This design comes from an exercise in tuning for small area on the open sky130 flow, not from production work. Function was not checked in any run shown here: the RTL went through the layout flow alone. Power figures rest on the tool's default switching activity, not on a simulated workload.

### design.v
module PluseDection(
    input   clk     ,
    input   in_sig  ,
    output  pos_sig
);
reg in_sig_r;
always @(posedge clk)
    in_sig_r <= in_sig;
assign pos_sig = in_sig & ~in_sig_r;
endmodule
module LineBuf
#(
    parameter       IMAGE_W         =   128
)
(
    input  wire                         InClk            ,
    input  wire                         InEn             ,
    input  wire [7:0]                   InData           ,
    output wire [7:0]                   OutData
);
reg             [8*IMAGE_W-1:0]         rShift               ;
always@(posedge InClk)
begin
    if(InEn)
        rShift<={rShift[8*IMAGE_W-9:0],InData};
end
assign OutData=rShift[8*IMAGE_W-1 -:8];
endmodule
module Matrix
#(
    parameter       IMAGE_W         =   128
)
(
    input  wire                         InClk       ,
    input  wire                         InClr       ,
    input  wire                         InDe        ,
    input  wire [7:0]                   InData      ,
    output wire [7:0]                   OutP2       ,    
    output wire [7:0]                   OutP1       ,    
    output wire [7:0]                   OutP0       ,    
    output wire [9:0]                   OutV        ,    
    output wire [8:0]                   OutH        ,    
    output reg  [9:0]                   OutV2       ,    
    output reg  [8:0]                   OutH1       ,    
    output reg  [8:0]                   OutH2       ,    
    output reg                          OutDe            
);
reg                             rRowOk      ;    
reg             [9:0]           rV1         ;
wire            [7:0]           BufLine1    ;
wire            [7:0]           BufLine2    ;
always@(posedge InClk)
begin
    if(InClr)
        rRowOk<=1'b0;
    else if(OutDe&&!InDe)
        rRowOk<=1'b1;
end
assign OutP0 = InDe           ? InData   : 8'd0;
assign OutP1 = (InDe&&rRowOk) ? BufLine1 : 8'd0;
assign OutP2 = (InDe&&rRowOk) ? BufLine2 : 8'd0;
LineBuf #(.IMAGE_W(IMAGE_W)) u0_LineBuf
(
    .InClk      (InClk      ),
    .InEn       (InDe       ),
    .InData     (InData     ),
    .OutData    (BufLine1   )
);
LineBuf #(.IMAGE_W(IMAGE_W)) u1_LineBuf
(
    .InClk      (InClk      ),
    .InEn       (InDe       ),
    .InData     (OutP1      ),
    .OutData    (BufLine2   )
);
function [11:0] Add;
    input [11:0] a;
    input [11:0] b;
    input        cin;
    reg          c;
    integer      i;
    begin
        c = cin;
        for(i=0;i<12;i=i+1)
        begin
            Add[i] = a[i]^b[i]^c;
            c      = (a[i]&b[i])|(c&(a[i]^b[i]));
        end
    end
endfunction
wire [11:0]         T  = Add({4'd0,OutP2},{3'd0,OutP1,1'b0},1'b0);     
wire [11:0]         VA = Add(T,{4'd0,OutP0},1'b0);                       
wire [11:0]         HA = Add({4'd0,OutP2},~{4'd0,OutP0},1'b1);           
assign OutV = VA[9:0];
assign OutH = HA[8:0];
always@(posedge InClk)
begin
    rV1   <= OutV;
    OutV2 <= rV1;
    OutH1 <= OutH;
    OutH2 <= OutH1;
    OutDe <= InDe;
end
endmodule
module CalCore
(
    input                       InClk       ,
    input       [9:0]           InV         ,
    input       [8:0]           InH         ,
    input       [9:0]           InV2        ,
    input       [8:0]           InH1        ,
    input       [8:0]           InH2        ,
    output reg  [7:0]           OutAbsX     ,
    output reg  [7:0]           OutAbsY     ,
    output reg                  OutSat
);
function [10:0] Add;
    input [10:0] a;
    input [10:0] b;
    input        cin;
    reg          c;
    integer      i;
    begin
        c = cin;
        for(i=0;i<11;i=i+1)
        begin
            Add[i] = a[i]^b[i]^c;
            c      = (a[i]&b[i])|(c&(a[i]^b[i]));
        end
    end
endfunction
wire [10:0]         Gx = Add({1'b0,InV},~{1'b0,InV2},1'b1);
wire [10:0]         W  = Add({{2{InH2[8]}},InH2},{InH1[8],InH1,1'b0},1'b0);
wire [10:0]         Gy = Add(W,{{2{InH[8]}},InH},1'b0);
wire [9:0]          Ax = Gx[9:0] ^ {10{Gx[10]}};
wire [9:0]          Ay = Gy[9:0] ^ {10{Gy[10]}};
always@(posedge InClk)
begin
    OutAbsX <= Ax[7:0];
    OutAbsY <= Ay[7:0];
    OutSat  <= |{Ax[9:8],Ay[9:8]};
end
endmodule
module SquareRoot
(
    input                       InClk       ,
    input       [7:0]           InAbsX      ,
    input       [7:0]           InAbsY      ,
    input                       InSat       ,
    output      [7:0]           OutData
);
wire pp1 = InAbsX[0] & InAbsX[1];
wire pp2 = InAbsX[0] & InAbsX[2];
wire pp3 = InAbsX[0] & InAbsX[3];
wire pp4 = InAbsX[0] & InAbsX[4];
wire pp5 = InAbsX[0] & InAbsX[5];
wire pp6 = InAbsX[0] & InAbsX[6];
wire pp7 = InAbsX[0] & InAbsX[7];
wire pp8 = InAbsX[1] & InAbsX[2];
wire pp9 = InAbsX[1] & InAbsX[3];
wire pp10 = InAbsX[1] & InAbsX[4];
wire pp11 = InAbsX[1] & InAbsX[5];
wire pp12 = InAbsX[1] & InAbsX[6];
wire pp13 = InAbsX[1] & InAbsX[7];
wire pp14 = InAbsX[2] & InAbsX[3];
wire pp15 = InAbsX[2] & InAbsX[4];
wire pp16 = InAbsX[2] & InAbsX[5];
wire pp17 = InAbsX[2] & InAbsX[6];
wire pp18 = InAbsX[2] & InAbsX[7];
wire pp19 = InAbsX[3] & InAbsX[4];
wire pp20 = InAbsX[3] & InAbsX[5];
wire pp21 = InAbsX[3] & InAbsX[6];
wire pp22 = InAbsX[3] & InAbsX[7];
wire pp23 = InAbsX[4] & InAbsX[5];
wire pp24 = InAbsX[4] & InAbsX[6];
wire pp25 = InAbsX[4] & InAbsX[7];
wire pp26 = InAbsX[5] & InAbsX[6];
wire pp27 = InAbsX[5] & InAbsX[7];
wire pp28 = InAbsX[6] & InAbsX[7];
wire pp29 = InAbsY[0] & InAbsY[1];
wire pp30 = InAbsY[0] & InAbsY[2];
wire pp31 = InAbsY[0] & InAbsY[3];
wire pp32 = InAbsY[0] & InAbsY[4];
wire pp33 = InAbsY[0] & InAbsY[5];
wire pp34 = InAbsY[0] & InAbsY[6];
wire pp35 = InAbsY[0] & InAbsY[7];
wire pp36 = InAbsY[1] & InAbsY[2];
wire pp37 = InAbsY[1] & InAbsY[3];
wire pp38 = InAbsY[1] & InAbsY[4];
wire pp39 = InAbsY[1] & InAbsY[5];
wire pp40 = InAbsY[1] & InAbsY[6];
wire pp41 = InAbsY[1] & InAbsY[7];
wire pp42 = InAbsY[2] & InAbsY[3];
wire pp43 = InAbsY[2] & InAbsY[4];
wire pp44 = InAbsY[2] & InAbsY[5];
wire pp45 = InAbsY[2] & InAbsY[6];
wire pp46 = InAbsY[2] & InAbsY[7];
wire pp47 = InAbsY[3] & InAbsY[4];
wire pp48 = InAbsY[3] & InAbsY[5];
wire pp49 = InAbsY[3] & InAbsY[6];
wire pp50 = InAbsY[3] & InAbsY[7];
wire pp51 = InAbsY[4] & InAbsY[5];
wire pp52 = InAbsY[4] & InAbsY[6];
wire pp53 = InAbsY[4] & InAbsY[7];
wire pp54 = InAbsY[5] & InAbsY[6];
wire pp55 = InAbsY[5] & InAbsY[7];
wire pp56 = InAbsY[6] & InAbsY[7];
wire hs57 = pp7 ^ pp12;
wire hc58 = pp7 & pp12;
wire fs59 = pp5 ^ pp10 ^ pp14;
wire fc60 = (pp5 & pp10) | (pp5 & pp14) | (pp10 & pp14);
wire hs61 = pp6 ^ pp11;
wire hc62 = pp6 & pp11;
wire fs63 = pp16 ^ pp19 ^ InAbsX[4];
wire fc64 = (pp16 & pp19) | (pp16 & InAbsX[4]) | (pp19 & InAbsX[4]);
wire fs65 = pp35 ^ pp40 ^ pp44;
wire fc66 = (pp35 & pp40) | (pp35 & pp44) | (pp40 & pp44);
wire fs67 = pp13 ^ pp17 ^ pp20;
wire fc68 = (pp13 & pp17) | (pp13 & pp20) | (pp17 & pp20);
wire hs69 = pp41 ^ pp45;
wire hc70 = pp41 & pp45;
wire fs71 = pp18 ^ pp21 ^ pp23;
wire fc72 = (pp18 & pp21) | (pp18 & pp23) | (pp21 & pp23);
wire fs73 = InAbsX[5] ^ pp46 ^ pp49;
wire fc74 = (InAbsX[5] & pp46) | (InAbsX[5] & pp49) | (pp46 & pp49);
wire fs75 = pp3 ^ pp8 ^ InAbsX[2];
wire fc76 = (pp3 & pp8) | (pp3 & InAbsX[2]) | (pp8 & InAbsX[2]);
wire hs77 = pp4 ^ pp9;
wire hc78 = pp4 & pp9;
wire fs79 = InAbsX[3] ^ pp33 ^ pp38;
wire fc80 = (InAbsX[3] & pp33) | (InAbsX[3] & pp38) | (pp33 & pp38);
wire hs81 = pp42 ^ InAbsY[3];
wire hc82 = pp42 & InAbsY[3];
wire fs83 = pp15 ^ pp34 ^ pp39;
wire fc84 = (pp15 & pp34) | (pp15 & pp39) | (pp34 & pp39);
wire fs85 = pp43 ^ hs61 ^ fc60;
wire fc86 = (pp43 & hs61) | (pp43 & fc60) | (hs61 & fc60);
wire fs87 = pp47 ^ InAbsY[4] ^ hs57;
wire fc88 = (pp47 & InAbsY[4]) | (pp47 & hs57) | (InAbsY[4] & hs57);
wire fs89 = fs63 ^ fs65 ^ hc62;
wire fc90 = (fs63 & fs65) | (fs63 & hc62) | (fs65 & hc62);
wire fs91 = pp48 ^ hc58 ^ fs67;
wire fc92 = (pp48 & hc58) | (pp48 & fs67) | (hc58 & fs67);
wire fs93 = hs69 ^ fc64 ^ fc66;
wire fc94 = (hs69 & fc64) | (hs69 & fc66) | (fc64 & fc66);
wire fs95 = pp51 ^ InAbsY[5] ^ fs71;
wire fc96 = (pp51 & InAbsY[5]) | (pp51 & fs71) | (InAbsY[5] & fs71);
wire fs97 = fs73 ^ fc68 ^ hc70;
wire fc98 = (fs73 & fc68) | (fs73 & hc70) | (fc68 & hc70);
wire fs99 = pp22 ^ pp24 ^ pp50;
wire fc100 = (pp22 & pp24) | (pp22 & pp50) | (pp24 & pp50);
wire fs101 = pp52 ^ fc72 ^ fc74;
wire fc102 = (pp52 & fc72) | (pp52 & fc74) | (fc72 & fc74);
wire fs103 = pp25 ^ pp26 ^ InAbsX[6];
wire fc104 = (pp25 & pp26) | (pp25 & InAbsX[6]) | (pp26 & InAbsX[6]);
wire fs105 = pp53 ^ pp54 ^ InAbsY[6];
wire fc106 = (pp53 & pp54) | (pp53 & InAbsY[6]) | (pp54 & InAbsY[6]);
wire hs107 = pp1 ^ InAbsX[1];
wire hc108 = pp1 & InAbsX[1];
wire hs109 = pp31 ^ pp36;
wire hc110 = pp31 & pp36;
wire fs111 = pp32 ^ pp37 ^ hs77;
wire fc112 = (pp32 & pp37) | (pp32 & hs77) | (pp37 & hs77);
wire fs113 = fs59 ^ fs79 ^ hs81;
wire fc114 = (fs59 & fs79) | (fs59 & hs81) | (fs79 & hs81);
wire fs115 = fs83 ^ fs85 ^ fc80;
wire fc116 = (fs83 & fs85) | (fs83 & fc80) | (fs85 & fc80);
wire fs117 = fs87 ^ fs89 ^ fc84;
wire fc118 = (fs87 & fs89) | (fs87 & fc84) | (fs89 & fc84);
wire fs119 = fs91 ^ fs93 ^ fc88;
wire fc120 = (fs91 & fs93) | (fs91 & fc88) | (fs93 & fc88);
wire fs121 = fs95 ^ fs97 ^ fc92;
wire fc122 = (fs95 & fs97) | (fs95 & fc92) | (fs97 & fc92);
wire fs123 = fs99 ^ fs101 ^ fc96;
wire fc124 = (fs99 & fs101) | (fs99 & fc96) | (fs101 & fc96);
wire fs125 = fs103 ^ fs105 ^ fc100;
wire fc126 = (fs103 & fs105) | (fs103 & fc100) | (fs105 & fc100);
wire fs127 = pp27 ^ pp55 ^ fc104;
wire fc128 = (pp27 & pp55) | (pp27 & fc104) | (pp55 & fc104);
wire fs129 = pp28 ^ InAbsX[7] ^ pp56;
wire fc130 = (pp28 & InAbsX[7]) | (pp28 & pp56) | (InAbsX[7] & pp56);
wire hs131 = pp29 ^ InAbsY[1];
wire hc132 = pp29 & InAbsY[1];
wire fs133 = pp2 ^ pp30 ^ hc108;
wire fc134 = (pp2 & pp30) | (pp2 & hc108) | (pp30 & hc108);
wire fs135 = InAbsY[2] ^ fs75 ^ hs109;
wire fc136 = (InAbsY[2] & fs75) | (InAbsY[2] & hs109) | (fs75 & hs109);
wire fs137 = fc76 ^ fs111 ^ hc110;
wire fc138 = (fc76 & fs111) | (fc76 & hc110) | (fs111 & hc110);
wire fs139 = hc78 ^ fs113 ^ fc112;
wire fc140 = (hc78 & fs113) | (hc78 & fc112) | (fs113 & fc112);
wire fs141 = hc82 ^ fs115 ^ fc114;
wire fc142 = (hc82 & fs115) | (hc82 & fc114) | (fs115 & fc114);
wire fs143 = fc86 ^ fs117 ^ fc116;
wire fc144 = (fc86 & fs117) | (fc86 & fc116) | (fs117 & fc116);
wire fs145 = fc90 ^ fs119 ^ fc118;
wire fc146 = (fc90 & fs119) | (fc90 & fc118) | (fs119 & fc118);
wire fs147 = fc94 ^ fs121 ^ fc120;
wire fc148 = (fc94 & fs121) | (fc94 & fc120) | (fs121 & fc120);
wire fs149 = fc98 ^ fs123 ^ fc122;
wire fc150 = (fc98 & fs123) | (fc98 & fc122) | (fs123 & fc122);
wire fs151 = fc102 ^ fs125 ^ fc124;
wire fc152 = (fc102 & fs125) | (fc102 & fc124) | (fs125 & fc124);
wire fs153 = fc106 ^ fs127 ^ fc126;
wire fc154 = (fc106 & fs127) | (fc106 & fc126) | (fs127 & fc126);
wire fs155 = InAbsY[7] ^ fs129 ^ fc128;
wire fc156 = (InAbsY[7] & fs129) | (InAbsY[7] & fc128) | (fs129 & fc128);
wire [16:0] RowA = {1'b0,fc130,fs155,fs153,fs151,fs149,fs147,fs145,fs143,fs141,fs139,fs137,fs135,fs133,hs107,1'b0,InAbsX[0]};
wire [16:0] RowB = {1'b0,fc156,fc154,fc152,fc150,fc148,fc146,fc144,fc142,fc140,fc138,fc136,fc134,hc132,hs131,1'b0,InAbsY[0]};
wire [16:0] Sum;
assign Sum[0] = RowA[0] ^ RowB[0] ^ 1'b0;
wire rc157 = (RowA[0] & RowB[0]) | (1'b0 & (RowA[0] ^ RowB[0]));
assign Sum[1] = RowA[1] ^ RowB[1] ^ rc157;
wire rc158 = (RowA[1] & RowB[1]) | (rc157 & (RowA[1] ^ RowB[1]));
assign Sum[2] = RowA[2] ^ RowB[2] ^ rc158;
wire rc159 = (RowA[2] & RowB[2]) | (rc158 & (RowA[2] ^ RowB[2]));
assign Sum[3] = RowA[3] ^ RowB[3] ^ rc159;
wire rc160 = (RowA[3] & RowB[3]) | (rc159 & (RowA[3] ^ RowB[3]));
assign Sum[4] = RowA[4] ^ RowB[4] ^ rc160;
wire rc161 = (RowA[4] & RowB[4]) | (rc160 & (RowA[4] ^ RowB[4]));
assign Sum[5] = RowA[5] ^ RowB[5] ^ rc161;
wire rc162 = (RowA[5] & RowB[5]) | (rc161 & (RowA[5] ^ RowB[5]));
assign Sum[6] = RowA[6] ^ RowB[6] ^ rc162;
wire rc163 = (RowA[6] & RowB[6]) | (rc162 & (RowA[6] ^ RowB[6]));
assign Sum[7] = RowA[7] ^ RowB[7] ^ rc163;
wire rc164 = (RowA[7] & RowB[7]) | (rc163 & (RowA[7] ^ RowB[7]));
assign Sum[8] = RowA[8] ^ RowB[8] ^ rc164;
wire rc165 = (RowA[8] & RowB[8]) | (rc164 & (RowA[8] ^ RowB[8]));
assign Sum[9] = RowA[9] ^ RowB[9] ^ rc165;
wire rc166 = (RowA[9] & RowB[9]) | (rc165 & (RowA[9] ^ RowB[9]));
assign Sum[10] = RowA[10] ^ RowB[10] ^ rc166;
wire rc167 = (RowA[10] & RowB[10]) | (rc166 & (RowA[10] ^ RowB[10]));
assign Sum[11] = RowA[11] ^ RowB[11] ^ rc167;
wire rc168 = (RowA[11] & RowB[11]) | (rc167 & (RowA[11] ^ RowB[11]));
assign Sum[12] = RowA[12] ^ RowB[12] ^ rc168;
wire rc169 = (RowA[12] & RowB[12]) | (rc168 & (RowA[12] ^ RowB[12]));
assign Sum[13] = RowA[13] ^ RowB[13] ^ rc169;
wire rc170 = (RowA[13] & RowB[13]) | (rc169 & (RowA[13] ^ RowB[13]));
assign Sum[14] = RowA[14] ^ RowB[14] ^ rc170;
wire rc171 = (RowA[14] & RowB[14]) | (rc170 & (RowA[14] ^ RowB[14]));
assign Sum[15] = RowA[15] ^ RowB[15] ^ rc171;
wire rc172 = (RowA[15] & RowB[15]) | (rc171 & (RowA[15] ^ RowB[15]));
assign Sum[16] = RowA[16] ^ RowB[16] ^ rc172;
wire rc173 = (RowA[16] & RowB[16]) | (rc172 & (RowA[16] ^ RowB[16]));
wire [2:0] Part174 = {1'b0,Sum[15:0][15:14]};
wire [1:0] Trial175 = 2'b01;
wire [2:0] Diff176;
assign Diff176[0] = Part174[0] ^ ~Trial175[0] ^ 1'b1;
wire bc177 = (Part174[0] & ~Trial175[0]) | (1'b1 & (Part174[0] ^ ~Trial175[0]));
assign Diff176[1] = Part174[1] ^ ~Trial175[1] ^ bc177;
wire bc178 = (Part174[1] & ~Trial175[1]) | (bc177 & (Part174[1] ^ ~Trial175[1]));
assign Diff176[2] = Part174[2] ^ 1'b1 ^ bc178;
wire Ge179 = ~Diff176[2];
wire [1:0] Rem180 = Ge179 ? Diff176[1:0] : Part174[1:0];
wire [0:0] Root181 = Ge179;
wire [13:0] Rad182 = Sum[15:0][13:0];
reg [13:0] rS1_Rad; 
reg [1:0] rS1_Rem;
reg [0:0] rS1_Root;
reg rS1_Sat;
always@(posedge InClk)
begin
    rS1_Rad <= Rad182;
    rS1_Rem <= Rem180;
    rS1_Root <= Root181;
    rS1_Sat <= (InSat | Sum[16]);
end
wire [3:0] Part183 = {rS1_Rem,rS1_Rad[13:12]};
wire [2:0] Trial184 = {rS1_Root,2'b01};
wire [3:0] Diff185;
assign Diff185[0] = Part183[0] ^ ~Trial184[0] ^ 1'b1;
wire bc186 = (Part183[0] & ~Trial184[0]) | (1'b1 & (Part183[0] ^ ~Trial184[0]));
assign Diff185[1] = Part183[1] ^ ~Trial184[1] ^ bc186;
wire bc187 = (Part183[1] & ~Trial184[1]) | (bc186 & (Part183[1] ^ ~Trial184[1]));
assign Diff185[2] = Part183[2] ^ ~Trial184[2] ^ bc187;
wire bc188 = (Part183[2] & ~Trial184[2]) | (bc187 & (Part183[2] ^ ~Trial184[2]));
assign Diff185[3] = Part183[3] ^ 1'b1 ^ bc188;
wire Ge189 = ~Diff185[3];
wire [2:0] Rem190 = Ge189 ? Diff185[2:0] : Part183[2:0];
wire [1:0] Root191 = {rS1_Root,Ge189};
wire [11:0] Rad192 = rS1_Rad[11:0];
wire [4:0] Part193 = {Rem190,Rad192[11:10]};
wire [3:0] Trial194 = {Root191,2'b01};
wire [4:0] Diff195;
assign Diff195[0] = Part193[0] ^ ~Trial194[0] ^ 1'b1;
wire bc196 = (Part193[0] & ~Trial194[0]) | (1'b1 & (Part193[0] ^ ~Trial194[0]));
assign Diff195[1] = Part193[1] ^ ~Trial194[1] ^ bc196;
wire bc197 = (Part193[1] & ~Trial194[1]) | (bc196 & (Part193[1] ^ ~Trial194[1]));
assign Diff195[2] = Part193[2] ^ ~Trial194[2] ^ bc197;
wire bc198 = (Part193[2] & ~Trial194[2]) | (bc197 & (Part193[2] ^ ~Trial194[2]));
assign Diff195[3] = Part193[3] ^ ~Trial194[3] ^ bc198;
wire bc199 = (Part193[3] & ~Trial194[3]) | (bc198 & (Part193[3] ^ ~Trial194[3]));
assign Diff195[4] = Part193[4] ^ 1'b1 ^ bc199;
wire Ge200 = ~Diff195[4];
wire [3:0] Rem201 = Ge200 ? Diff195[3:0] : Part193[3:0];
wire [2:0] Root202 = {Root191,Ge200};
wire [9:0] Rad203 = Rad192[9:0];
wire [5:0] Part204 = {Rem201,Rad203[9:8]};
wire [4:0] Trial205 = {Root202,2'b01};
wire [5:0] Diff206;
assign Diff206[0] = Part204[0] ^ ~Trial205[0] ^ 1'b1;
wire bc207 = (Part204[0] & ~Trial205[0]) | (1'b1 & (Part204[0] ^ ~Trial205[0]));
assign Diff206[1] = Part204[1] ^ ~Trial205[1] ^ bc207;
wire bc208 = (Part204[1] & ~Trial205[1]) | (bc207 & (Part204[1] ^ ~Trial205[1]));
assign Diff206[2] = Part204[2] ^ ~Trial205[2] ^ bc208;
wire bc209 = (Part204[2] & ~Trial205[2]) | (bc208 & (Part204[2] ^ ~Trial205[2]));
assign Diff206[3] = Part204[3] ^ ~Trial205[3] ^ bc209;
wire bc210 = (Part204[3] & ~Trial205[3]) | (bc209 & (Part204[3] ^ ~Trial205[3]));
assign Diff206[4] = Part204[4] ^ ~Trial205[4] ^ bc210;
wire bc211 = (Part204[4] & ~Trial205[4]) | (bc210 & (Part204[4] ^ ~Trial205[4]));
assign Diff206[5] = Part204[5] ^ 1'b1 ^ bc211;
wire Ge212 = ~Diff206[5];
wire [4:0] Rem213 = Ge212 ? Diff206[4:0] : Part204[4:0];
wire [3:0] Root214 = {Root202,Ge212};
wire [7:0] Rad215 = Rad203[7:0];
wire [6:0] Part216 = {Rem213,Rad215[7:6]};
wire [5:0] Trial217 = {Root214,2'b01};
wire [6:0] Diff218;
assign Diff218[0] = Part216[0] ^ ~Trial217[0] ^ 1'b1;
wire bc219 = (Part216[0] & ~Trial217[0]) | (1'b1 & (Part216[0] ^ ~Trial217[0]));
assign Diff218[1] = Part216[1] ^ ~Trial217[1] ^ bc219;
wire bc220 = (Part216[1] & ~Trial217[1]) | (bc219 & (Part216[1] ^ ~Trial217[1]));
assign Diff218[2] = Part216[2] ^ ~Trial217[2] ^ bc220;
wire bc221 = (Part216[2] & ~Trial217[2]) | (bc220 & (Part216[2] ^ ~Trial217[2]));
assign Diff218[3] = Part216[3] ^ ~Trial217[3] ^ bc221;
wire bc222 = (Part216[3] & ~Trial217[3]) | (bc221 & (Part216[3] ^ ~Trial217[3]));
assign Diff218[4] = Part216[4] ^ ~Trial217[4] ^ bc222;
wire bc223 = (Part216[4] & ~Trial217[4]) | (bc222 & (Part216[4] ^ ~Trial217[4]));
assign Diff218[5] = Part216[5] ^ ~Trial217[5] ^ bc223;
wire bc224 = (Part216[5] & ~Trial217[5]) | (bc223 & (Part216[5] ^ ~Trial217[5]));
assign Diff218[6] = Part216[6] ^ 1'b1 ^ bc224;
wire Ge225 = ~Diff218[6];
wire [5:0] Rem226 = Ge225 ? Diff218[5:0] : Part216[5:0];
wire [4:0] Root227 = {Root214,Ge225};
wire [5:0] Rad228 = Rad215[5:0];
reg [5:0] rS5_Rad; 
reg [5:0] rS5_Rem;
reg [4:0] rS5_Root;
reg rS5_Sat;
always@(posedge InClk)
begin
    rS5_Rad <= Rad228;
    rS5_Rem <= Rem226;
    rS5_Root <= Root227;
    rS5_Sat <= rS1_Sat;
end
wire [7:0] Part229 = {rS5_Rem,rS5_Rad[5:4]};
wire [6:0] Trial230 = {rS5_Root,2'b01};
wire [7:0] Diff231;
assign Diff231[0] = Part229[0] ^ ~Trial230[0] ^ 1'b1;
wire bc232 = (Part229[0] & ~Trial230[0]) | (1'b1 & (Part229[0] ^ ~Trial230[0]));
assign Diff231[1] = Part229[1] ^ ~Trial230[1] ^ bc232;
wire bc233 = (Part229[1] & ~Trial230[1]) | (bc232 & (Part229[1] ^ ~Trial230[1]));
assign Diff231[2] = Part229[2] ^ ~Trial230[2] ^ bc233;
wire bc234 = (Part229[2] & ~Trial230[2]) | (bc233 & (Part229[2] ^ ~Trial230[2]));
assign Diff231[3] = Part229[3] ^ ~Trial230[3] ^ bc234;
wire bc235 = (Part229[3] & ~Trial230[3]) | (bc234 & (Part229[3] ^ ~Trial230[3]));
assign Diff231[4] = Part229[4] ^ ~Trial230[4] ^ bc235;
wire bc236 = (Part229[4] & ~Trial230[4]) | (bc235 & (Part229[4] ^ ~Trial230[4]));
assign Diff231[5] = Part229[5] ^ ~Trial230[5] ^ bc236;
wire bc237 = (Part229[5] & ~Trial230[5]) | (bc236 & (Part229[5] ^ ~Trial230[5]));
assign Diff231[6] = Part229[6] ^ ~Trial230[6] ^ bc237;
wire bc238 = (Part229[6] & ~Trial230[6]) | (bc237 & (Part229[6] ^ ~Trial230[6]));
assign Diff231[7] = Part229[7] ^ 1'b1 ^ bc238;
wire Ge239 = ~Diff231[7];
wire [6:0] Rem240 = Ge239 ? Diff231[6:0] : Part229[6:0];
wire [5:0] Root241 = {rS5_Root,Ge239};
wire [3:0] Rad242 = rS5_Rad[3:0];
wire [8:0] Part243 = {Rem240,Rad242[3:2]};
wire [7:0] Trial244 = {Root241,2'b01};
wire [8:0] Diff245;
assign Diff245[0] = Part243[0] ^ ~Trial244[0] ^ 1'b1;
wire bc246 = (Part243[0] & ~Trial244[0]) | (1'b1 & (Part243[0] ^ ~Trial244[0]));
assign Diff245[1] = Part243[1] ^ ~Trial244[1] ^ bc246;
wire bc247 = (Part243[1] & ~Trial244[1]) | (bc246 & (Part243[1] ^ ~Trial244[1]));
assign Diff245[2] = Part243[2] ^ ~Trial244[2] ^ bc247;
wire bc248 = (Part243[2] & ~Trial244[2]) | (bc247 & (Part243[2] ^ ~Trial244[2]));
assign Diff245[3] = Part243[3] ^ ~Trial244[3] ^ bc248;
wire bc249 = (Part243[3] & ~Trial244[3]) | (bc248 & (Part243[3] ^ ~Trial244[3]));
assign Diff245[4] = Part243[4] ^ ~Trial244[4] ^ bc249;
wire bc250 = (Part243[4] & ~Trial244[4]) | (bc249 & (Part243[4] ^ ~Trial244[4]));
assign Diff245[5] = Part243[5] ^ ~Trial244[5] ^ bc250;
wire bc251 = (Part243[5] & ~Trial244[5]) | (bc250 & (Part243[5] ^ ~Trial244[5]));
assign Diff245[6] = Part243[6] ^ ~Trial244[6] ^ bc251;
wire bc252 = (Part243[6] & ~Trial244[6]) | (bc251 & (Part243[6] ^ ~Trial244[6]));
assign Diff245[7] = Part243[7] ^ ~Trial244[7] ^ bc252;
wire bc253 = (Part243[7] & ~Trial244[7]) | (bc252 & (Part243[7] ^ ~Trial244[7]));
assign Diff245[8] = Part243[8] ^ 1'b1 ^ bc253;
wire Ge254 = ~Diff245[8];
wire [7:0] Rem255 = Ge254 ? Diff245[7:0] : Part243[7:0];
wire [6:0] Root256 = {Root241,Ge254};
wire [1:0] Rad257 = Rad242[1:0];
wire [9:0] Part258 = {Rem255,Rad257[1:0]};
wire [8:0] Trial259 = {Root256,2'b01};
wire [9:0] Diff260;
assign Diff260[0] = Part258[0] ^ ~Trial259[0] ^ 1'b1;
wire bc261 = (Part258[0] & ~Trial259[0]) | (1'b1 & (Part258[0] ^ ~Trial259[0]));
assign Diff260[1] = Part258[1] ^ ~Trial259[1] ^ bc261;
wire bc262 = (Part258[1] & ~Trial259[1]) | (bc261 & (Part258[1] ^ ~Trial259[1]));
assign Diff260[2] = Part258[2] ^ ~Trial259[2] ^ bc262;
wire bc263 = (Part258[2] & ~Trial259[2]) | (bc262 & (Part258[2] ^ ~Trial259[2]));
assign Diff260[3] = Part258[3] ^ ~Trial259[3] ^ bc263;
wire bc264 = (Part258[3] & ~Trial259[3]) | (bc263 & (Part258[3] ^ ~Trial259[3]));
assign Diff260[4] = Part258[4] ^ ~Trial259[4] ^ bc264;
wire bc265 = (Part258[4] & ~Trial259[4]) | (bc264 & (Part258[4] ^ ~Trial259[4]));
assign Diff260[5] = Part258[5] ^ ~Trial259[5] ^ bc265;
wire bc266 = (Part258[5] & ~Trial259[5]) | (bc265 & (Part258[5] ^ ~Trial259[5]));
assign Diff260[6] = Part258[6] ^ ~Trial259[6] ^ bc266;
wire bc267 = (Part258[6] & ~Trial259[6]) | (bc266 & (Part258[6] ^ ~Trial259[6]));
assign Diff260[7] = Part258[7] ^ ~Trial259[7] ^ bc267;
wire bc268 = (Part258[7] & ~Trial259[7]) | (bc267 & (Part258[7] ^ ~Trial259[7]));
assign Diff260[8] = Part258[8] ^ ~Trial259[8] ^ bc268;
wire bc269 = (Part258[8] & ~Trial259[8]) | (bc268 & (Part258[8] ^ ~Trial259[8]));
assign Diff260[9] = Part258[9] ^ 1'b1 ^ bc269;
wire Ge270 = ~Diff260[9];
wire [7:0] Root271 = {Root256,Ge270};
assign OutData = rS5_Sat ? 8'hff : Root271;
endmodule
module Sobel
#(
    parameter IMAGE_W   =   128  ,
    parameter IMAGE_H   =   480  ,
    parameter IMAGE_DW  =   8
)
(
    input                           InVideoClk  ,
    input                           InVideoVs   ,
    input                           InVideoDe   ,
    input   [IMAGE_DW -1 :0]        InVideoData ,
    output                          OutVideoVs  ,
    output                          OutVideoDe  ,
    output  [IMAGE_DW -1 :0]        OutVideoData
);
wire                PosVs       ;
wire    [9:0]       V           ;
wire    [8:0]       H           ;
wire    [9:0]       V2          ;
wire    [8:0]       H1          ;
wire    [8:0]       H2          ;
wire                De1         ;
wire    [7:0]       AbsX        ;
wire    [7:0]       AbsY        ;
wire                Sat         ;
reg     [1:0]       rDe         ;
PluseDection PluseDection
(
    .clk        (InVideoClk ),
    .in_sig     (InVideoVs  ),
    .pos_sig    (PosVs      )
);
Matrix #(.IMAGE_W(IMAGE_W)) u_Matrix
(
    .InClk      (InVideoClk ),
    .InClr      (PosVs      ),
    .InDe       (InVideoDe  ),
    .InData     (InVideoData),
    .OutP2      (           ),
    .OutP1      (           ),
    .OutP0      (           ),
    .OutV       (V          ),
    .OutH       (H          ),
    .OutV2      (V2         ),
    .OutH1      (H1         ),
    .OutH2      (H2         ),
    .OutDe      (De1        )
);
CalCore u_CalCore
(
    .InClk      (InVideoClk ),
    .InV        (V          ),
    .InH        (H          ),
    .InV2       (V2         ),
    .InH1       (H1         ),
    .InH2       (H2         ),
    .OutAbsX    (AbsX       ),
    .OutAbsY    (AbsY       ),
    .OutSat     (Sat        )
);
SquareRoot u_SquareRoot
(
    .InClk      (InVideoClk ),
    .InAbsX     (AbsX       ),
    .InAbsY     (AbsY       ),
    .InSat      (Sat        ),
    .OutData    (OutVideoData)
);
always@(posedge InVideoClk)
begin
    rDe <= {rDe[0],De1};
end
assign OutVideoVs = InVideoVs;
assign OutVideoDe = rDe[1];
endmodule
### run.sh
#!/bin/bash
# synth_recipe.tcl (not shown) runs the flow's synth.tcl, then flattens the netlist and writes it again
# the make line also repeats each setting of config.mk as NAME=value (left out here)
make -C /OpenROAD-flow-scripts/flow DESIGN_CONFIG=/design/flow/config.mk WORK_HOME=/design/flow/orfs CLKGATE_MAP_FILE= SYNTH_SCRIPT=/design/flow/synth_recipe.tcl finish
### config.mk
export PLATFORM = sky130hd
export DESIGN_NAME = Sobel
export DESIGN_NICKNAME = Sobel
export VERILOG_FILES = /design/flow/design.v
export SDC_FILE = /design/flow/constraint.sdc
export NUM_CORES = 4
export LEC_CHECK = 0
export CAP_MARGIN = 20
export CORE_MARGIN = 2
export CORE_UTILIZATION = 60
export CTS_BUF_LIST = sky130_fd_sc_hd__clkbuf_8
export CTS_CLUSTER_DIAMETER = 50
export CTS_CLUSTER_SIZE = 20
export SLEW_MARGIN = 20
### constraint.sdc
create_clock -name core_clock -period 8.0 [get_ports {InVideoClk}]
set_input_delay 1.6000 -clock core_clock [delete_from_list [all_inputs] [get_ports {InVideoClk}]]
set_output_delay 1.6000 -clock core_clock [all_outputs]
set_load 0.01 [all_outputs]
==> notes.md, run 1 <==
Pleak 25.3 nW; #FFs+latches synth 2144; Avg WL per Cell 17.7 um; M1 GR Usage 0.232; die width 341 um; initial drt markers 1949; Core Area 112000 um^2; register share of total power 0.533; power consumption 25.6 mW; crit-path max FO 6; post-synth top area share 0.903; Syn Inst Count 2640; most common cell after layout, fill and taps aside edfxtp_1; fin crit share 1.07; Post-synth EDFFs 2048; hold_buf cts 0; Max-slew headroom 0.273; syn_nets 2793; via count 22951; setup violators final 1; layout check faults setup timing; Residual DRC 0; Synth Area per Inst 25.8 um^2; Syn Std Cell Area 68100 um^2; RD Place Congestion 0.744; synth top area cells edfxtp_1, fa_1, dfxtp_1, inv_1, ha_1; CTS root buf clkbuf_8; crit start category flip-flop; CTS tree yes; net switching power 6.95 mW; Crit path required time 6400 ps; gr usage total 0.138; met2 Usage GRT 0.180; WP data arrival 6940 ps; grt peak-use layer met1; switching fraction of total power 0.271; largest net degree at the start of global routing 202; Synth cell types 44; ys async rst share 0; peak supply drop 472 uV; Crit path largest cell delay 380 ps; Initial Utilization 0.605; WL final 79000 um; final worst slack -544 ps; total grt overflow 0; Slowest-stage cell, CP fa_2; endpoint class of the critical path primary output; Worst-path clk slew 90 ps; synth-to-layout area growth 8.60%; Avg Vias per Cell 5.14; worst slew pin tran 1090 ps; Hold Fails Final Rpt 0; outcome complete, but fails checks; number of global-route vias before repair 22892; clock network fraction of total power 0.226; Final min period 8540 ps; CTS H-tree lvls 4; pins over their slew limit 0; register area share after synthesis 0.931; fin util 0.657; number of clock sinks 2144; Die ar. 116000 um^2; Num CTS Buffers 152; initial antenna violation count 2; Synth area leader edfxtp_1; NumNets Final 3003; M3 GR Usage 0.0296; Max clock buf depth 3; num rows 123; first-pass GRT wire length 126000 um; Yosys warnings 6; Worst Skew 35.4 ps; drt pass-1 iters 5; final antenna-violating net count 0; RSZ-0062 raised after global routing yes; max frequency 117 MHz; Primary FF master, synth edfxtp_1; dpl hpwl 37600 um; Power Internal 18.7 mW; most frequent cells in the layout edfxtp_1, clkbuf_8, inv_1; worst-skew pair later-pin latency 860 ps; hold crit path type reg -> reg; power share of the combinational group 0.241; Pwr Density 347 nW/um^2; # IOs 21; Max-Cap Viols 0; port buffer count 20; CP most frequent cell fa_2; share of cells above drive strength 1 0.114; die height 341 um; WS Path Type reg -> out
## cells by family after synthesis
group           after synthesis  share of synthesized area
compound gates               32                    0.00288
xor+xnor                     34                    0.00492
fa+ha+maj                   142                     0.0385
buf+inv                     137                    0.00777
flops                      2144                      0.931
mux                          22                    0.00386
simple gates                129                     0.0106
## sequential cells by signal (all words and copies together), names as in the netlist, 8 cells and up
name / flops
u_Matrix.OutH1: 9
u_Matrix.rV1: 10
u_Matrix.OutV2: 10
u_Matrix.u1_LineBuf.rShift: 1024
u_Matrix.u0_LineBuf.rShift: 1024
u_Matrix.OutH2: 9
u_CalCore.OutAbsY: 8
u_CalCore.OutAbsX: 8
u_SquareRoot.rS1_Rad: 14
## per-layer routing
layer  up-vias  wire, um
li1      10521         -
met1     11983     42000
met2       296     32200
met3       151      3040
met4         0      1820
met5         -         0
## power groups by stage
stage	combinational, mW	clock, mW	sequential (mW)
final	6.17	5.80	13.7
after global routing	7.37	6.49	13.8
after CTS	6.37	6.10	13.7
after detailed placement	6.24	0	13.9
after global placement	6.15	0	13.9
after floorplan	4.69	0	13.7
## metrics by stage
stage / instance area, um^2 / hold slack (ps) / setup WS [ps] / TNS (ps) / cells
after floorplan: 68100 / 310 / 41.1 / 0 / 2640
after global placement: 70500 / 312 / -626 / -626 / 4192
after detailed placement: 70500 / 312 / -674 / -674 / 4192
after CTS: 73900 / 326 / -726 / -726 / 4457
after global routing: 73900 / 323 / -910 / -910 / 4459
final: 74000 / 322 / -544 / -544 / 4461
## critical path, delay by kind of cell, from the launching register on
family                   cells  cell delay, ps
adder cells (fa/ha/maj)     12            3580
AO/OA/AOI/OAI                6             760
buffers and inverters        7             630
AND/OR/NAND/NOR              2             410
XOR/XNOR                     2             370
flip-flops                   1             330
## cell type report
cell class,instances,area [um^2]
clock buffers,154,2120
diodes,3,7.51
well taps,1500,1880
repair buffers,65,631
multi-input cells,359,4230
fillers,7082,38500
inverters,128,483
flip-flops and latches,2144,63400
clock inverters,108,1180
## what timing repair did
item / 4_1_cts / 5_1_grt
setup endpoints to repair: 2 / 1
endpoints found under the hold margin: 0 / 0
buffers inserted: 3 / 1
pin swaps: 16 / 0
gates resized for setup: 22 / 3
## cell usage after synthesis, types with 7 or more instances
| master | number |
|---|---|
| o21ai_0 | 10 |
| fa_1 | 113 |
| edfxtp_1 | 2048 |
| ha_1 | 29 |
| a21oi_1 | 12 |
| nor2_1 | 7 |
| mux2i_1 | 15 |
| dfxtp_1 | 96 |
| or2_2 | 8 |
| and2_1 | 50 |
| xor2_1 | 10 |
| nand2b_1 | 8 |
| nand2_1 | 31 |
| xnor2_1 | 22 |
| nor2b_1 | 12 |
| inv_1 | 127 |
## path summary, 6_finish.rpt
check / from / endpoint / slack (ps) / cells after the start
max reg2reg: u_SquareRoot.rS1_Rad[12] / u_SquareRoot.rS5_Rem[2] / 820 / 26
min: u_SquareRoot.rS1_Rad[0] / u_SquareRoot.rS5_Rad[0] / 320 / 0
min reg2reg: u_SquareRoot.rS1_Rad[0] / u_SquareRoot.rS5_Rad[0] / 320 / 0
max: u_SquareRoot.rS5_Rad[5] / OutVideoData[0] / -540 / 29
==> inputs of run 2 (changes only) <==
--- a/design.v
+++ b/design.v
@@ -515,5 +515,10 @@
 wire Ge270 = ~Diff260[9];
 wire [7:0] Root271 = {Root256,Ge270};
-assign OutData = rS5_Sat ? 8'hff : Root271;
+reg [7:0] rOut;
+always@(posedge InClk)
+begin
+    rOut <= rS5_Sat ? 8'hff : Root271;
+end
+assign OutData = rOut;
 endmodule
 module Sobel
@@ -542,5 +547,5 @@
 wire    [7:0]       AbsY        ;
 wire                Sat         ;
-reg     [1:0]       rDe         ;
+reg     [2:0]       rDe         ;
 PluseDection PluseDection
 (
@@ -587,7 +592,7 @@
 always@(posedge InVideoClk)
 begin
-    rDe <= {rDe[0],De1};
+    rDe <= {rDe[1:0],De1};
 end
 assign OutVideoVs = InVideoVs;
-assign OutVideoDe = rDe[1];
+assign OutVideoDe = rDe[2];
 endmodule
==> run 2 against run 1 <==
- the run now finishes clean
- combinational power about the same
- worst hold slack got worse by 24 ps
- count of clock-buffer cells in the layout is 3 higher
- clock power down 3%
- fmax increased by 18%
- core utilization down 0.23 points
- synthesized cell count grew 0.80%
- routed wire length is 1.6% higher
- non-clock buffer count fell by 15
==> notes.md, run 2 <==
#FFs+latches synth 2153 (+0.42%); Worst-path clk slew 100 ps (about the same); net switching power 7.03 mW (+1.2%); CTS H-tree lvls 4 (unchanged); Avg Vias per Cell 5.17 (+0.41%); Final min period 7240 ps (-1310 ps); crit start category flip-flop; number of global-route vias before repair 22742 (-0.66%); Hold EP u_Matrix.OutV2[2]; peak supply drop 546 uV (+16%); Pleak 25.2 nW (-0.10%); outcome complete, no violations; family with the most delay on the worst path adder cells; fin crit share 0.905 (-0.163); Core Area 113000 um^2 (+0.14%); pins over their slew limit 0 (unchanged); worst slew pin tran 1050 ps (-40.4 ps); flop2flop setup slack 760 ps (-60 ps); initial drt markers 1914 (-1.8%); gr usage total 0.139 (+0.000944); most frequent cells in the layout edfxtp_1, clkbuf_8, inv_1; Max-Cap Viols 0 (unchanged); hold_buf cts 0 (unchanged); Buffers & Inverters on Critical Path 6 (-1); port buffer count 20 (unchanged); CTS root buf clkbuf_8; synth top area cells edfxtp_1, fa_1, dfxtp_1, inv_1, ha_1; Cell Count Post-Placement 4201 (+0.21%); Avg WL per Cell 18.0 um (+1.5%); power share of the combinational group 0.242 (about the same); # IOs 21 (unchanged); Pwr Density 346 nW/um^2 (-0.28%); endpoint class of the critical path flip-flop; Crit path largest cell delay 520 ps (+140 ps); Slowest-stage cell, CP fa_1; Post-synth EDFFs 2048 (unchanged); post-synth top area share 0.900 (-0.00304); RSZ-0062 raised after global routing no; Max-slew headroom 0.300 (+0.0270); Worst R2R End u_SquareRoot.rS5_Rem[4]; worst r2r src u_SquareRoot.rS1_Rad[12]; Num CTS Buffers 152 (unchanged); share of cells above drive strength 1 0.101 (-0.0134); max frequency 138 MHz (+18%); register share of total power 0.537 (+0.004); Worst Reg-to-Reg Cells 26 (unchanged); die width 341 um (+0.17%); RD Place Congestion 0.782 (+5.2%); post-CTS resize count 0 (-100%); WP data arrival 7950 ps (+1010 ps); Crit path required time 8710 ps (+2310 ps); fin cells 4467 (+0.13%); Hold Fails Final Rpt 0 (unchanged); WL final 80300 um (+1.6%); CP most frequent cell fa_1; register area share after synthesis 0.931 (about the same); die height 341 um (+0.17%); worst-skew pair later-pin latency 850 ps (about the same); synth-to-layout area growth 8.01%; WS Path Type reg -> reg; Power Internal 18.5 mW (-1.1%); Yosys warnings 6 (unchanged); Hold WS 298 ps (-24.3 ps); HP Start u_Matrix.rV1[2]; top-count cell post-synth edfxtp_1; hold depth 0 (unchanged); Synth area leader edfxtp_1; Syn Inst Count 2661 (+0.80%); power consumption 25.5 mW (-0.49%); crit-path max FO 7 (+1); dpl hpwl 38300 um (+1.9%); post-route setup TNS 0 ps (+544 ps); ys async rst share 0 (unchanged); drt pass-1 iters 5 (unchanged); Syn Std Cell Area 68300 um^2 (+0.34%); clock network fraction of total power 0.221 (-0.005); initial antenna violation count 4 (+2); Synth cell types 45 (+2.3%); Max clock buf depth 3 (unchanged); number of clock sinks 2153 (+0.42%); Synth Area per Inst 25.7 um^2 (-0.45%); Die ar. 117000 um^2 (+0.33%); largest net degree at the start of global routing 206 (+2.0%); setup violators final 0 (-1); syn_nets 2814 (+0.75%); most common cell after layout, fill and taps aside edfxtp_1; Primary FF master, synth edfxtp_1; Initial Utilization 0.607 (+0.00122); CTS tree yes; biggest regs u_Matrix.u0_LineBuf.rShift (1024), u_Matrix.u1_LineBuf.rShift (1024), u_SquareRoot.rS1_Rad (14); final antenna-violating net count 0 (unchanged); most instantiated cells after synthesis edfxtp_1, inv_1, fa_1; first-pass GRT wire length 127000 um (+0.61%); Worst Skew 45.6 ps (+10.2 ps); total grt overflow 0 (unchanged); fin util 0.655 (-0.00228); Residual DRC 0 (unchanged); switching fraction of total power 0.276 (+0.00462); Setup Buffers After CTS 0 (-3); hold crit path type reg -> reg; via count 23077 (+0.55%); NumNets Final 3008 (+0.17%); num rows 123 (unchanged)
## run 2: changes by cell type in the layout (fill, tap and decap cells not counted), moves of 8 or more
cell	previous run	this run
nor2_1	5	14
fa_2	10	0
fa_1	103	113
inv_6	18	10
dfxtp_1	94	105
inv_1	130	141
buf_4	37	28
## run 2: per-stage QoR
stage | setup slack, ps | cell area [um^2]
5_1_grt | 305 | 73800
3_3_place_gp | 530 | 70600
6_report | 763 | 73800
4_1_cts | 760 | 73800
2_1_floorplan | 714 | 68300
3_5_place_dp | 571 | 70600
## run 2: kinds of logic after synthesis
| kind of cell | after synthesis | synth area share |
|---|---|---|
| flip-flops | 2153 | 0.931 |
| buffers and inverters | 142 | 0.00797 |
| adder cells (fa/ha/maj) | 142 | 0.0384 |
| AND/OR/NAND/NOR | 133 | 0.0108 |
| AO/OA/AOI/OAI | 38 | 0.00368 |
| XOR/XNOR | 35 | 0.00515 |
| multiplexers | 18 | 0.00315 |
## run 2: how the worst max path moves through the flow
stage	slack, ps	start	to	cells past startpoint
detailed placement	570	InVideoData[1]	u_CalCore.OutSat	20
floorplan	710	u_SquareRoot.rS5_Rad[4]	u_SquareRoot.rOut[0]	29
global placement	530	InVideoData[1]	u_CalCore.OutSat	20
global route	310	u_SquareRoot.rS5_Rad[4]	u_SquareRoot.rOut[0]	28
CTS	760	u_SquareRoot.rS1_Rad[12]	u_SquareRoot.rS5_Rem[4]	26
finish	760	u_SquareRoot.rS1_Rad[12]	u_SquareRoot.rS5_Rem[4]	26
## run 2: layer usage
layer  GRT usage  part of all wire
met1       0.232              0.52
met5           0                 0
met4      0.0508             0.024
met3      0.0301             0.038
met2       0.182              0.42
## run 2: final cells by class
cell class                      instances  area (um^2)
Clock buffer                          157         2160
Clock inverter                        106         1000
Sequential cell                      2153        63600
Tap cell                             1500         1880
Multi-Input combinational cell        366         4180
Inverter                              132          499
Antenna cell                            3         7.51
Fill cell                            7196        38900
Timing Repair Buffer                   50          468
## run 2: power by group through the flow
stage	clock network, mW	logic [mW]	registers (mW)
final	5.62	6.18	13.7
after global routing	6.33	7.22	13.8
after CTS	5.93	6.33	13.7
after detailed placement	0	6.32	13.9
after global placement	0	6.03	14.0
after floorplan	0	4.91	13.8
==> inputs of run 3 (changes only) <==
--- a/config.mk
+++ b/config.mk
@@ -9,6 +9,6 @@
 export CORE_MARGIN = 2
 export CORE_UTILIZATION = 60
-export CTS_BUF_LIST = sky130_fd_sc_hd__clkbuf_8
-export CTS_CLUSTER_DIAMETER = 50
-export CTS_CLUSTER_SIZE = 20
+export CTS_BUF_LIST = sky130_fd_sc_hd__clkbuf_16
+export CTS_CLUSTER_DIAMETER = 60
+export CTS_CLUSTER_SIZE = 30
 export SLEW_MARGIN = 20
==> run 3 against run 2 <==
- die area unchanged
- critical path type unchanged
- global-route usage about the same
- non-clock buffer count unchanged
==> notes.md, run 3 <==
outcome complete, no violations; Avg WL per Cell 18.1 um (+0.69%); Max-Cap Viols 0 (unchanged); hold crit path type reg -> reg; Worst-path clk slew 100 ps (about the same); synth-to-layout area growth 10.3%; HP Start rDe[0]; RSZ-0062 raised after global routing no; via count 23014 (-0.27%); hold_buf cts 0 (unchanged); endpoint class of the critical path flip-flop; largest family of logic cells by synthesized area adder cells; Die ar. 117000 um^2 (unchanged); largest net degree at the start of global routing 206 (unchanged); Pwr Density 363 nW/um^2 (+5.0%); Syn Inst Count 2661 (unchanged); crit-path max FO 7 (unchanged); NumNets Final 2989 (-0.63%); top-count cell post-synth edfxtp_1; post-CTS resize count 0 (unchanged); ys async rst share 0 (unchanged); Core Area 113000 um^2 (unchanged); CTS root buf clkbuf_16; ant diodes 0 (-3); CTS H-tree lvls 4 (unchanged); initial drt markers 1917 (+0.16%); Synth Area in Compound Gates 0.00368 (unchanged); Yosys warnings 6 (unchanged); Synth cell types 45 (unchanged); Synth area leader edfxtp_1; most frequent cells in the layout edfxtp_1, clkbuf_16, inv_1; max frequency 137 MHz (-0.62%); Crit path required time 8620 ps (-90 ps); most instantiated cells after synthesis edfxtp_1, inv_1, fa_1; setup violators final 0 (unchanged); crit start category flip-flop; # IOs 21 (unchanged); placed cell area 70600 um^2 (unchanged); hold depth 0 (unchanged); Synth Area per Inst 25.7 um^2 (unchanged); post-synth top area share 0.900 (unchanged); Hold WS 329 ps (+30.8 ps); Post-synth EDFFs 2048 (unchanged); dpl hpwl 38300 um (unchanged); Initial Utilization 0.607 (unchanged); first-pass GRT wire length 127000 um (about the same); Worst Skew 42.1 ps (-3.47 ps); synth top area cells edfxtp_1, fa_1, dfxtp_1, inv_1, ha_1; total grt overflow 0 (unchanged); flop2flop setup slack 720 ps (-40 ps); Avg Vias per Cell 5.18 (+0.22%); fin crit share 0.910 (+0.00562); fillers 7024 (-2.4%); Hold EP rDe[1]; Residual DRC 0 (unchanged); fin cells 4445 (-0.49%); num rows 123 (unchanged); CTS tree yes; peak supply drop 524 uV (-4.1%); post-route setup TNS 0 ps (unchanged); most common cell after layout, fill and taps aside edfxtp_1; RD Place Congestion 0.782 (unchanged); register area share after synthesis 0.931 (unchanged); pins over their slew limit 0 (unchanged); drt pass-1 iters 5 (unchanged); die height 341 um (unchanged); worst slew pin tran 1060 ps (+13.2 ps); Cell Count Post-Placement 4201 (unchanged); Max clock buf depth 3 (unchanged); syn_nets 2814 (unchanged); Syn Std Cell Area 68300 um^2 (unchanged); Worst R2R End u_SquareRoot.rS5_Rem[4]; Final Cell Area 75400 um^2 (+2.1%); WP data arrival 7900 ps (-50 ps); WL final 80500 um (+0.20%); Primary FF master, synth edfxtp_1; Hold Fails Final Rpt 0 (unchanged); Max-slew headroom 0.291 (-0.00881); final antenna-violating net count 0 (unchanged); Num CTS Buffers 133 (-13%); number of global-route vias before repair 22744 (+0.0088%); Final min period 7280 ps (+44.9 ps); die width 341 um (unchanged); worst-skew pair later-pin latency 750 ps (-100 ps); port buffer count 20 (unchanged); WS Path Type reg -> reg; Setup Buffers After CTS 0 (unchanged); Post-Synth XOR/XNOR Area 0.00515 (unchanged); biggest regs u_Matrix.u0_LineBuf.rShift (1024), u_Matrix.u1_LineBuf.rShift (1024), u_SquareRoot.rS1_Rad (14); Worst Reg-to-Reg Cells 26 (unchanged); share of cells above drive strength 1 0.0981 (-0.00274); number of clock sinks 2153 (unchanged); initial antenna violation count 2 (-2); worst r2r src u_SquareRoot.rS1_Rad[12]; Pleak 25.9 nW (+2.7%); #FFs+latches synth 2153 (unchanged); Simple-Gate Fraction of Synth Area 0.0108 (unchanged); multiplexer area fraction after synthesis 0.00315 (unchanged); Adder-Cell Fraction of Synth Area 0.0384 (unchanged); gr usage total 0.139 (about the same)
==> run 3: cell counts after synthesis <==
Identical to the previous run, type by type.
==> run 3: cells by family (layout without fill, tap and decap cells) <==
| group | count (synthesis) | after routing |
|---|---|---|
| compound gates | 38 | 38 |
| xor+xnor | 35 | 35 |
| fa+ha+maj | 142 | 142 |
| buf+inv | 142 | 426 |
| flops | 2153 | 2153 |
| mux | 18 | 18 |
| simple gates | 133 | 133 |
==> run 3: routing by layer <==
metal	GRT usage	wire (um)
met5	0	13
met3	0.0286	2900
met2	0.183	33500
met1	0.232	41900
met4	0.0504	2080
==> run 3: how the worst max path moves through the flow <==
stage	start	to
after detailed placement	InVideoData[1]	u_CalCore.OutSat
after global routing	u_SquareRoot.rS5_Rad[4]	u_SquareRoot.rOut[0]
after floorplan	u_SquareRoot.rS5_Rad[4]	u_SquareRoot.rOut[0]
after global placement	InVideoData[1]	u_CalCore.OutSat
final	u_SquareRoot.rS1_Rad[12]	u_SquareRoot.rS5_Rem[4]
after CTS	u_SquareRoot.rS1_Rad[12]	u_SquareRoot.rS5_Rem[4]
==> run 3: where the power goes <==
part / switching [mW] / internal, mW / total, mW / leakage, nW
registers: 0.368 / 13.3 / 13.7 / 20.9
clock network: 3.70 / 3.74 / 7.44 / 2.31
logic: 3.29 / 2.92 / 6.21 / 2.68
total: 7.35 / 20.0 / 27.4 / 25.9
==> run 3: layout make-up <==
| cell class | count | area, um^2 | area share |
|---|---|---|---|
| inverters | 132 | 499 | 0.00662 |
| clock buffers | 138 | 3450 | 0.0458 |
| clock inverters | 106 | 1290 | 0.0172 |
| repair buffers | 50 | 468 | 0.00621 |
| flip-flops and latches | 2153 | 63600 | 0.844 |
| multi-input cells | 366 | 4180 | 0.0554 |
| well taps | 1500 | 1880 | 0.0249 |
==> run 3: critical path, stage by stage (launching register included) <==
cell	delay, ps
dfxtp_1	340
inv_1	110
ha_1	150
inv_1	50
fa_1	500
xnor2_4	330
mux2_4	250
clkinv_2	90
fa_1	500
nor2b_1	180
o21ai_2	260
and2_1	300
inv_2	90
mux2_2	290
fa_1	400
inv_1	100
fa_1	340
nor2_1	120
o2bb2ai_1	270
nand3_4	170
inv_2	130
a21oi_1	110
fa_1	460
fa_1	430
fa_1	520
xnor2_4	340
mux2_4	330
==> run 3: stage by stage <==
step                setup WS (ps)  power, mW   util
finish                        718       27.4  0.669
detailed placement            571       20.3  0.627
global route                  271       29.2  0.669
global placement              530       20.0  0.627
CTS                           735       27.8  0.669
floorplan                     714       18.7      -
==> inputs of run 4 (changes only) <==
--- a/config.mk
+++ b/config.mk
@@ -10,5 +10,5 @@
 export CORE_UTILIZATION = 60
 export CTS_BUF_LIST = sky130_fd_sc_hd__clkbuf_16
-export CTS_CLUSTER_DIAMETER = 60
-export CTS_CLUSTER_SIZE = 30
+export CTS_CLUSTER_DIAMETER = 100
+export CTS_CLUSTER_SIZE = 32
 export SLEW_MARGIN = 20
==> run 4 against run 3 <==
- critical endpoint is now u_SquareRoot.rOut[0]
- still clean on timing, DRC and antenna
- synthesized cell count unchanged
- core utilization is 2.4 points lower
- via count fell by 2.4%
- global-route usage decreased by 0.45 points
- largest cell class unchanged
- worst hold slack improved by 6.9 ps
- total power decreased by 10%
- register-to-register slack barely moved
- final area down 3.5%
- routed wire length decreased by 2.5%
- final cell count decreased by 3.3%
==> notes.md, run 4 <==
crit start category flip-flop; Buffers & Inverters on Critical Path 5 (-1); hold crit path type reg -> reg; Max clock buf depth 3 (unchanged); endpoint class of the critical path flip-flop; post-synth top area share 0.900 (unchanged); Max-Cap Viols 0 (unchanged); WP data arrival 7850 ps (-50 ps); register area share after synthesis 0.931 (unchanged); first-pass GRT wire length 124000 um (-2.5%); Final min period 7270 ps (-9.48 ps); Slowest-stage cell, CP fa_1; Synth cell types 45 (unchanged); Pwr Density 339 nW/um^2 (-6.7%); RSZ-0062 raised after global routing no; Power Internal 18.1 mW (-9.6%); peak supply drop 544 uV (+3.9%); Initial Utilization 0.607 (unchanged); port buffer count 20 (unchanged); power consumption 24.6 mW (-10%); setup violators final 0 (unchanged); top-count cell post-synth edfxtp_1; Worst Skew 24.5 ps (-17.6 ps); initial drt markers 1976 (+3.1%); crit-path max FO 10 (+3); synth-to-layout area growth 6.43%; CTS root buf clkbuf_16; syn_nets 2814 (unchanged); Primary FF master, synth edfxtp_1; register share of total power 0.556 (+0.055); CTS tree yes; synth top area cells edfxtp_1, fa_1, dfxtp_1, inv_1, ha_1; Post-synth EDFFs 2048 (unchanged); total grt overflow 0 (unchanged); Syn Inst Count 2661 (unchanged); Max-slew headroom 0.274 (-0.0168); share of cells above drive strength 1 0.0522 (-0.0460); num rows 123 (unchanged); Crit path required time 8580 ps (-40 ps); largest net degree at the start of global routing 206 (unchanged); final antenna-violating net count 0 (unchanged); Num CTS Buffers 77 (-42%); Pleak 24.7 nW (-4.8%); NumNets Final 2933 (-1.9%); max frequency 138 MHz (+0.13%); biggest regs u_Matrix.u0_LineBuf.rShift (1024), u_Matrix.u1_LineBuf.rShift (1024), u_SquareRoot.rS1_Rad (14); die height 341 um (unchanged); # IOs 21 (unchanged); Hold Fails Final Rpt 0 (unchanged); WL final 78400 um (-2.5%); Avg Vias per Cell 5.23 (+0.95%); drt pass-1 iters 4 (-1); worst-skew pair later-pin latency 700 ps (-50 ps); Worst-path clk slew 120 ps (+20 ps); Syn Std Cell Area 68300 um^2 (unchanged); fin crit share 0.909 (-0.00119); most frequent cells in the layout edfxtp_1, inv_1, fa_1; initial antenna violation count 3 (+1); hold_buf cts 0 (unchanged); #FFs+latches synth 2153 (unchanged); RD Place Congestion 0.782 (unchanged); Residual DRC 0 (unchanged); power share of the combinational group 0.251 (+0.024); switching fraction of total power 0.266 (-0.00282); WS Path Type reg -> reg; clock network fraction of total power 0.193 (-0.079); CP most frequent cell fa_1; most instantiated cells after synthesis edfxtp_1, inv_1, fa_1; dpl hpwl 38300 um (unchanged); Core Area 113000 um^2 (unchanged); outcome complete, no violations; worst slew pin tran 1090 ps (+25.3 ps); Yosys warnings 6 (unchanged); Synth Area per Inst 25.7 um^2 (unchanged); via count 22469 (-2.4%); fillers 7291 (+3.8%); gr usage total 0.134 (-0.00455); post-CTS resize count 0 (unchanged); Avg WL per Cell 18.2 um (+0.79%); CTS H-tree lvls 3 (-1); die width 341 um (unchanged); Synth area leader edfxtp_1; Crit path largest cell delay 480 ps (-40 ps); number of clock sinks 2153 (unchanged); pins over their slew limit 0 (unchanged); Hold WS 336 ps (+6.93 ps); flop2flop setup slack 730 ps (about the same); ys async rst share 0 (unchanged); most common cell after layout, fill and taps aside edfxtp_1; Die ar. 117000 um^2 (unchanged); number of global-route vias before repair 21980 (-3.4%); family with the most delay on the worst path adder cells; post-route setup TNS 0 ps (unchanged); Setup Buffers After CTS 0 (unchanged); net switching power 6.55 mW (-11%)
[run 4: cell count changes in the layout (fill, tap and decap cells not counted), moves of 9 or more]
cell	delta
clkinv_8	-11
inv_8	-9
clkinv_2	-9
clkbuf_16	-59
bufinv_16	-13
clkinv_4	-11
clkinvlp_4	-11
inv_6	-12
[run 4: per-stage QoR]
| stage | setup slack, ps | utilization | cells | area [um^2] |
|---|---|---|---|---|
| floorplan | 714 | - | 2661 | 68300 |
| global placement | 530 | 0.627 | 4201 | 70600 |
| detailed placement | 571 | 0.627 | 4201 | 70600 |
| CTS | 722 | 0.645 | 4298 | 72700 |
| global route | 252 | 0.645 | 4299 | 72700 |
| finish | 728 | 0.645 | 4299 | 72700 |
[run 4: worst paths after layout]
path,start,end,depth (start not counted)
worst min-delay path,u_Matrix.rV1[2],u_Matrix.OutV2[2],0
worst max-delay path,u_SquareRoot.rS5_Rad[4],u_SquareRoot.rOut[0],28
worst min register to register,u_Matrix.rV1[2],u_Matrix.OutV2[2],0
worst max register to register,u_SquareRoot.rS5_Rad[4],u_SquareRoot.rOut[0],28
[run 4: cell type report]
type | count | area [um^2] | share of cell area
Sequential cell | 2153 | 63600 | 0.875
Clock buffer | 79 | 1980 | 0.0272
Clock inverter | 18 | 114 | 0.00157
Inverter | 132 | 499 | 0.00687
Tap cell | 1500 | 1880 | 0.0258
Antenna cell | 1 | 2.50 | 0.0000344
Timing Repair Buffer | 50 | 468 | 0.00644
Multi-Input combinational cell | 366 | 4180 | 0.0575
[run 4: layer usage]
layer  share of wire  GRT usage  vias up
li1                -          -    10305
met1            0.53      0.228    11809
met2            0.42      0.182      235
met3           0.030     0.0234      118
met4           0.024     0.0389        2
met5         0.00010          0        -
[run 4: cells by family (layout without fill, tap and decap cells)]
family                     after synthesis  after routing  synth area share
DFF                                   2153           2153             0.931
adders and majority gates              142            142            0.0384
buffers and inverters                  142            279           0.00797
and+or+nand+nor                        133            133            0.0108
AOI/OAI and AO/OA                       38             38           0.00368
xor gates and xnor gates                35             35           0.00515
muxes                                   18             18           0.00315
other                                    0              1                 0
[run 4: power groups by stage]
stage	Sequential, mW	Clock (mW)	Combinational (mW)
after floorplan	13.8	0	4.91
after global placement	14.0	0	6.03
after detailed placement	13.9	0	6.32
after CTS	13.7	5.01	6.33
after global routing	13.8	5.35	7.21
final	13.7	4.74	6.18
==> inputs of run 5 (changes only) <==
--- a/config.mk
+++ b/config.mk
@@ -6,4 +6,5 @@
 export NUM_CORES = 4
 export LEC_CHECK = 0
+export ABC_AREA = 1
 export CAP_MARGIN = 20
 export CORE_MARGIN = 2
==> run 5 against run 4 <==
- critical endpoint unchanged
- still clean on timing, DRC and antenna
- sequential share of layout area shrank 0.14 points
- clock skew grew 3.5 ps
- global-route usage grew 0.10 points
- first-iteration DRC count grew 7.2%
- critical path depth grew 13
- critical path type unchanged
- fmax is essentially flat
- total power shrank 2.1%
- largest power group unchanged
==> notes.md, run 5 <==
placed cell area 70600 um^2 (about the same); Setup Buffers After CTS 0 (unchanged); Avg Vias per Cell 5.15 (-1.5%); Synth area leader edfxtp_1; port buffer count 20 (unchanged); max frequency 137 MHz (about the same); #FFs+latches synth 2153 (unchanged); top-count cell post-synth edfxtp_1; dpl hpwl 38300 um (about the same); Pwr Density 331 nW/um^2 (-2.3%); # IOs 21 (unchanged); largest net degree at the start of global routing 213 (+3.4%); Avg WL per Cell 17.7 um (-3.1%); Crit path required time 8550 ps (-30 ps); CTS H-tree lvls 3 (unchanged); Hold WS 339 ps (+3.48 ps); crit-path max FO 11 (+1); synth-to-layout area growth 6.51% (about the same); Initial Utilization 0.606 (about the same); drt pass-1 iters 6 (+2); register area share after synthesis 0.930 (about the same); worst-skew pair later-pin latency 690 ps (about the same); Synth Area per Inst 24.7 um^2 (-3.8%); dpl ws 381 ps (-190 ps); worst slew pin tran 1100 ps (+8.22 ps); initial drt markers 2119 (+7.2%); num rows 123 (unchanged); die height 342 um (about the same); Hold Fails Final Rpt 0 (unchanged); Worst-path clk slew 110 ps (about the same); Pleak 25.3 nW (+2.4%); peak supply drop 415 uV (-24%); first-pass GRT wire length 125000 um (+0.58%); number of global-route vias before repair 22216 (+1.1%); gr usage total 0.135 (+0.00103); initial antenna violation count 4 (+1); Primary FF master, synth edfxtp_1; fin cells 4404 (+2.4%); Cell Count Post-Placement 4297 (+2.3%); RSZ-0062 raised after global routing no; biggest regs u_Matrix.u0_LineBuf.rShift (1024), u_Matrix.u1_LineBuf.rShift (1024), u_SquareRoot.rS1_Rad (14); most common cell after layout, fill and taps aside edfxtp_1; WS Path Type reg -> reg; most instantiated cells after synthesis edfxtp_1, inv_1, nand2_1; CP most frequent cell nand2_1; post-route setup TNS 0 ps (unchanged); Max-Cap Viols 0 (unchanged); ys async rst share 0 (unchanged); Final Cell Area 72800 um^2 (+0.16%); Core Area 113000 um^2 (+0.14%); Worst Skew 28.0 ps (+3.49 ps); outcome complete, no violations; synth top area cells edfxtp_1, fa_1, dfxtp_1, inv_1, nand2_1; Hold EP u_SquareRoot.rS5_Rad[0]; Synth cell types 30 (-33%); Max clock buf depth 3 (unchanged); share of cells above drive strength 1 0.0455 (-0.00671); number of clock sinks 2153 (unchanged); via count 22683 (+0.95%); post-synth top area share 0.899 (about the same); Crit path largest cell delay 490 ps (about the same); hold crit path type reg -> reg; most frequent cells in the layout edfxtp_1, inv_1, nand2_1; WP data arrival 7830 ps (-20 ps); Num CTS Buffers 77 (unchanged); Max-slew headroom 0.269 (-0.00548); HP Start u_SquareRoot.rS1_Rad[0]; CTS root buf clkbuf_16; Worst Reg-to-Reg Cells 41 (+46%); Worst R2R End u_SquareRoot.rOut[0]; RD Place Congestion 0.750 (-4.1%)
run 5: cell types whose count changed after synthesis, moves of 4 or more:
cell	before	now
xor2_1	9	15
clkbuf_1	7	17
a21oi_1	13	7
inv_1	128	213
o21ai_0	9	15
nand2_1	35	132
mux2_4	4	0
and2_1	52	0
xnor2_1	23	15
nand3_1	0	7
nand2_4	0	5
nand2_2	0	4
nor2b_1	13	0
or2_2	8	2
run 5: cells by family (layout without fill, tap and decap cells):
group / count (synthesis) / in the layout / synth area share
adders and majority gates: 142 / 142 / 0.0384
and+or+nand+nor: 164 / 164 / 0.0100
buffers and inverters: 234 / 368 / 0.0130
muxes: 8 / 8 / 0.00117
AOI/OAI and AO/OA: 37 / 37 / 0.00315
DFF: 2153 / 2153 / 0.930
other: 0 / 1 / 0
xor gates and xnor gates: 31 / 31 / 0.00425
run 5: area by class of cell:
class                      instances  area (um^2)
antenna                            1         2.50
clock inverter                    25          168
sequential                      2153        63600
inverter                         216          816
clock buffer                      81         2030
tap                             1500         1880
timing repair buffer              46          442
multi-input combinational        382         3900
fill                            7275        40000
run 5: worst max-delay path, delay by kind of cell, from the launching register on:
kind                       cells  cell delay [ps]
AOI/OAI and AO/OA              3              340
adders and majority gates     12             4510
buffers and inverters          6              440
DFF                            1              340
and+or+nand+nor               20             1510
run 5: what timing repair did:
item | 4_1_cts | 5_1_grt
setup endpoints to repair | 0 | 1
endpoints found under the hold margin | 0 | 0
resized for setup | 0 | 3
hold buffers | 0 | 0
run 5: how the worst max path moves through the flow:
stage                            startpoint                    to  cells after the start
finish              u_SquareRoot.rS5_Rad[4]  u_SquareRoot.rOut[0]                     41
global route        u_SquareRoot.rS5_Rad[4]  u_SquareRoot.rOut[0]                     41
CTS                 u_SquareRoot.rS5_Rad[4]  u_SquareRoot.rOut[0]                     39
detailed placement  u_SquareRoot.rS5_Rad[4]  u_SquareRoot.rOut[0]                     39
global placement    u_SquareRoot.rS5_Rad[4]  u_SquareRoot.rOut[0]                     39
floorplan                         InVideoDe      u_CalCore.OutSat                     21
run 5: layer usage:
layer	vias up	track usage	share of wire
met1	11805	0.229	0.53
li1	10496	-	-
met3	117	0.0243	0.036
met5	-	0	0
met2	265	0.183	0.41
met4	0	0.0397	0.026
run 5: power by group:
| group | internal, mW | total [mW] | switching (mW) |
|---|---|---|---|
| Combinational | 2.27 | 5.59 | 3.32 |
| Sequential | 13.3 | 13.7 | 0.379 |
| Clock | 1.89 | 4.80 | 2.91 |

Re-timed with assumed drivers on the ports (clkbuf_16 on the clock, buf_2 on other inputs), run 5 has 0.722 ns of setup slack against 0.722 ns with ideal ports, and 0.341 ns once port delays also move by the mid clock arrival of 0.740 ns.
